From an optimization exercise on the open Yosys and OpenROAD flow, aimed at small area; shortcuts taken in it are not production practice.
Where RTL was checked, it was by simulation tests only, not by an equivalence proof against the original.
No driver is modelled on the clock port, so clock power and skew are understated where the tree is cut down; a real chip needs a root buffer or a tree.
Power and IR drop assume default switching activity.

==> module adc_12bit, before the edit <==
module adc_12bit #(
    parameter ADC_BITS = 12,
    parameter V_REF_MV = 2500,
    parameter CONV_CYCLES = 12
)(
    input  wire                    clk,
    input  wire                    rst_n,
    input  wire signed [15:0]      analog_in_mv,
    input  wire                    start_conv,
    output reg  signed [ADC_BITS-1:0] digital_out,
    output reg                        valid_out,
    output reg                        busy
);
    reg [4:0]  cnt;
    reg [9:0]  rem;     
    reg [10:0] quo;     
    wire signed [15:0] v = analog_in_mv;
    wire pos_ovf = (v > 16'sd2500);
    wire neg_ovf = (v < -16'sd2500);
    wire neg     = v[15];
    wire [12:0] wn = v[12:0] + 13'd5000 + {12'd0, neg};
    wire [12:0] w  = (pos_ovf | neg_ovf) ? {10'd937, neg, ~neg, ~neg} : wn;
    wire load    = ~cnt[0] & ~cnt[1] & ~cnt[2];    
    wire quant   = ~cnt[1] &  cnt[2] &  cnt[4];    
    wire last    = ~cnt[0] & ~cnt[2] &  cnt[3];    
    wire late    =  cnt[2] &  cnt[3] &  cnt[4];    
    wire        b  = quo[10] & ~late;
    wire [10:0] t  = {rem, b};
    wire [10:0] d  = t - 11'd625;
    wire        ge = ~d[10];
    always @(posedge clk) begin
        cnt <= busy ? {cnt[3:0], ~(cnt[4] ^ cnt[1])} : 5'd0;
        if (load) begin
            rem <= {3'b000, w[12:6]};
            quo <= {w[5:0], 2'b00, neg, neg, neg};
        end else begin
            rem <= ge ? d[9:0] : t[9:0];
            quo <= {quo[9:0], ge};
        end
    end
    always @(posedge clk or negedge rst_n) begin
        if (!rst_n) begin
            digital_out <= {ADC_BITS{1'b0}};
            valid_out   <= 1'b0;
            busy        <= 1'b0;
        end else begin
            valid_out <= busy & last;
            busy      <= busy ? ~last : start_conv;
            if (busy & quant)
                digital_out <= {quo, ge};
        end
    end
endmodule
==> flow/config.mk <==
export PLATFORM = sky130hd
export DESIGN_NAME = adc_12bit
export DESIGN_NICKNAME = adc_12bit
export VERILOG_FILES = /design/flow/design.v
export SDC_FILE = /design/flow/constraint.sdc
export NUM_CORES = 4
export LEC_CHECK = 0
export CAP_MARGIN = 0
export CORE_AREA = 2 2 60 60
export DIE_AREA = 0 0 62 62
export GPL_TIMING_DRIVEN = 0
export PLACE_DENSITY = 0.85
export SLEW_MARGIN = 0
==> flow/constraint.sdc <==
create_clock -name core_clock -period 20.0 [get_ports {clk}]
set_input_delay 4.0000 -clock core_clock [delete_from_list [all_inputs] [get_ports {clk}]]
set_output_delay 4.0000 -clock core_clock [all_outputs]
set_load 0.01 [all_outputs]
standard.sh (not shown) runs the stock make flow with config.mk's settings and CLKGATE_MAP_FILE= SYNTH_SCRIPT=/design/flow/synth_recipe.tcl, a recipe that flattens the netlist after the stock synthesis.
==> flow/flow/run.sh <==
#!/bin/bash
# Own layout flow: the standard ORFS flow with these changes:
#  - synthesis maps the logic with area-oriented ABC scripts (flow/abc_*.abc,
#    and &deepsyn with 28 seeds, each mapped two ways): each is tried
#    (synthesis only) and the one giving the smallest synthesized area is
#    used for the layout,
#  - after ABC, each mux2 becomes an a22o with a shared inverted select
#    (flow/mux2_a22o.v), which is smaller,
#  - port buffers are sky130_fd_sc_hd__buf_1 (one per input/output port, as usual),
#  - synthesis leaves adders to ABC (no ORFS adder cell mapping),
#  - after CTS, the clock tree is replaced by a flat one (flow/clock_tree.tcl):
#    the clock port drives two clkbuf_8 buffers, each driving the flip-flops
#    of one placement cluster; a buffer whose sinks see a slow edge is swapped
#    for the next size up.
set -euo pipefail
W=$(pwd)
F=$W/flow
# synthesis script: the standard flow's, with the ABC override sourced first
awk -v ov="$F/abc_override.tcl" 'NR==1{print; print "source " ov; next} {print}' synth_recipe.tcl > my_synth.tcl
sed "s#$W/synth_recipe.tcl#$W/my_synth.tcl#g" standard.sh > my_standard.sh
export BUFFER_PORTS_ARGS="-buffer_cell sky130_fd_sc_hd__buf_1"
export ADDER_MAP_FILE=
export MY_MUX_MAP=$F/mux2_a22o.v
export POST_CTS_TCL=$F/clock_tree.tcl
export NCLK=2
export CLKBUF=sky130_fd_sc_hd__clkbuf_8
export CLK_SLEW_UPSIZE_NS=0.122
export CTS_ARGS="-sink_clustering_enable -repair_clock_nets -dont_use_dummy_load -buf_list sky130_fd_sc_hd__clkbuf_4"

# try each ABC script, synthesis only, each in an ORFS work folder of its own,
# four at a time: flow/abc_*.abc, and &deepsyn with seeds 0..27, mapped with
# and without &dch (written here)
mkdir -p abc
cp "$F"/abc_*.abc abc/
for sd in $(seq 0 27); do
  printf '&get -n\n&st\n&deepsyn -J 200 -S %s\n&nf -R 1000 -p\n&put\n' "$sd" > "abc/abc_d$sd.abc"
  printf '&get -n\n&st\n&deepsyn -J 200 -S %s\n&dch -f\n&nf -R 1000 -p\n&put\n' "$sd" > "abc/abc_e$sd.abc"
done
names=()
for s in abc/abc_*.abc; do
  n=$(basename "$s" .abc)
  n=${n#abc_}
  names+=("$n")
  sed "s#WORK_HOME=$W/orfs #WORK_HOME=$W/try_$n #" my_standard.sh > "try_$n.sh"
done
printf '%s\n' "${names[@]}" | xargs -P 4 -I{} bash -c 'MY_ABC_SCRIPT="$1/abc/abc_$2.abc" bash "try_$2.sh" synth > "try_$2.log" 2>&1 || true' _ "$W" {}
best=""
best_area=""
for n in "${names[@]}"; do
  f=$(ls "$W"/try_"$n"/reports/*/adc_12bit/base/synth_stat.txt 2>/dev/null | head -1 || true)
  [[ -n "$f" ]] || continue
  a=$(awk '/Chip area/ {print $NF}' "$f" | tail -1)
  echo "$n $a" >> synth_tries.txt
  if [[ -z "$best" ]] || awk -v a="$a" -v b="$best_area" 'BEGIN{exit !(a < b)}'; then
    best=$n
    best_area=$a
  fi
done
echo "chosen: $best $best_area" >> synth_tries.txt
export MY_ABC_SCRIPT=$W/abc/abc_$best.abc
bash my_standard.sh > make_flow.log 2>&1
Other scripts of this flow, unchanged in this note and not shown: flow/flow/abc_a.abc, flow/flow/abc_b.abc, flow/flow/abc_c.abc, flow/flow/abc_override.tcl, flow/flow/clock_tree.tcl, flow/flow/mux2_a22o.v
Change:
--- a/flow/design.v
+++ b/flow/design.v
@@ -16,19 +16,18 @@
     reg [9:0]  rem;     
     reg [10:0] quo;     
     wire signed [15:0] v = analog_in_mv;
     wire pos_ovf = (v > 16'sd2500);
     wire neg_ovf = (v < -16'sd2500);
     wire neg     = v[15];
-    wire [12:0] wn = v[12:0] + 13'd5000 + {12'd0, neg};
-    wire [12:0] w  = (pos_ovf | neg_ovf) ? {10'd937, neg, ~neg, ~neg} : wn;
+    wire [12:0] wn = {neg, v[11:0]} + 13'd2500 + {12'd0, neg};    
+    wire [12:0] w  = pos_ovf ? 13'd4999 : neg_ovf ? 13'd0 : wn;
     wire load    = ~cnt[0] & ~cnt[1] & ~cnt[2];    
     wire quant   = ~cnt[1] &  cnt[2] &  cnt[4];    
     wire last    = ~cnt[0] & ~cnt[2] &  cnt[3];    
-    wire late    =  cnt[2] &  cnt[3] &  cnt[4];    
-    wire        b  = quo[10] & ~late;
+    wire        b  = quo[10] & ~quant;
     wire [10:0] t  = {rem, b};
     wire [10:0] d  = t - 11'd625;
     wire        ge = ~d[10];
     always @(posedge clk) begin
         cnt <= busy ? {cnt[3:0], ~(cnt[4] ^ cnt[1])} : 5'd0;
         if (load) begin
@@ -45,10 +44,10 @@
             valid_out   <= 1'b0;
             busy        <= 1'b0;
         end else begin
             valid_out <= busy & last;
             busy      <= busy ? ~last : start_conv;
             if (busy & quant)
-                digital_out <= {quo, ge};
+                digital_out <= {~quo[10], quo[9:0], ge};
         end
     end
 endmodule
=> Combinational power drops by about 4%; sequential share of layout area stays flat; global-route usage climbs by 1.5 points; power drops by 2.2%; via count climbs by 1.1%; worst setup slack loses 0.25 ns; final area barely changes; utilization hardly moves; sequential power hardly moves; hold slack loses 0.0052 ns; routed wire length drops by 3.0%; first-iteration DRC count drops by 11%.
For the second run of this note, only the layout was checked, not whether the RTL still works.

## afterwards: timing with drivers on the ports
How much do the figures lean on ideal ports? The routed layouts below were timed once more, with nothing changed but the port constraints. Step 1: set_driving_cell puts a clkbuf_16 on clk and a buf_2 on each other input, an assumption about the parent block. Step 2 also shifts input and output timing later by t, the mid clock arrival at the registers, as if the neighbouring blocks saw the same clock. a / b / c = ideal ports / drivers / drivers and shift; a / b = the first two.
| run | shift t [ns] | setup WS [ns] | worst data-port slew with drivers (ns) |
|---|---|---|---|
| the first run | 0.194 | 13.888 / 13.900 / 13.706 | 0.03 |
| the second run | 0.197 | 13.642 / 13.656 / 13.459 | 0.03 |
After both steps setup and hold are still met in every run listed. The setup slack of the second run, which loses most, moves by +0.014 ns with the drivers and by -0.183 ns with both steps.
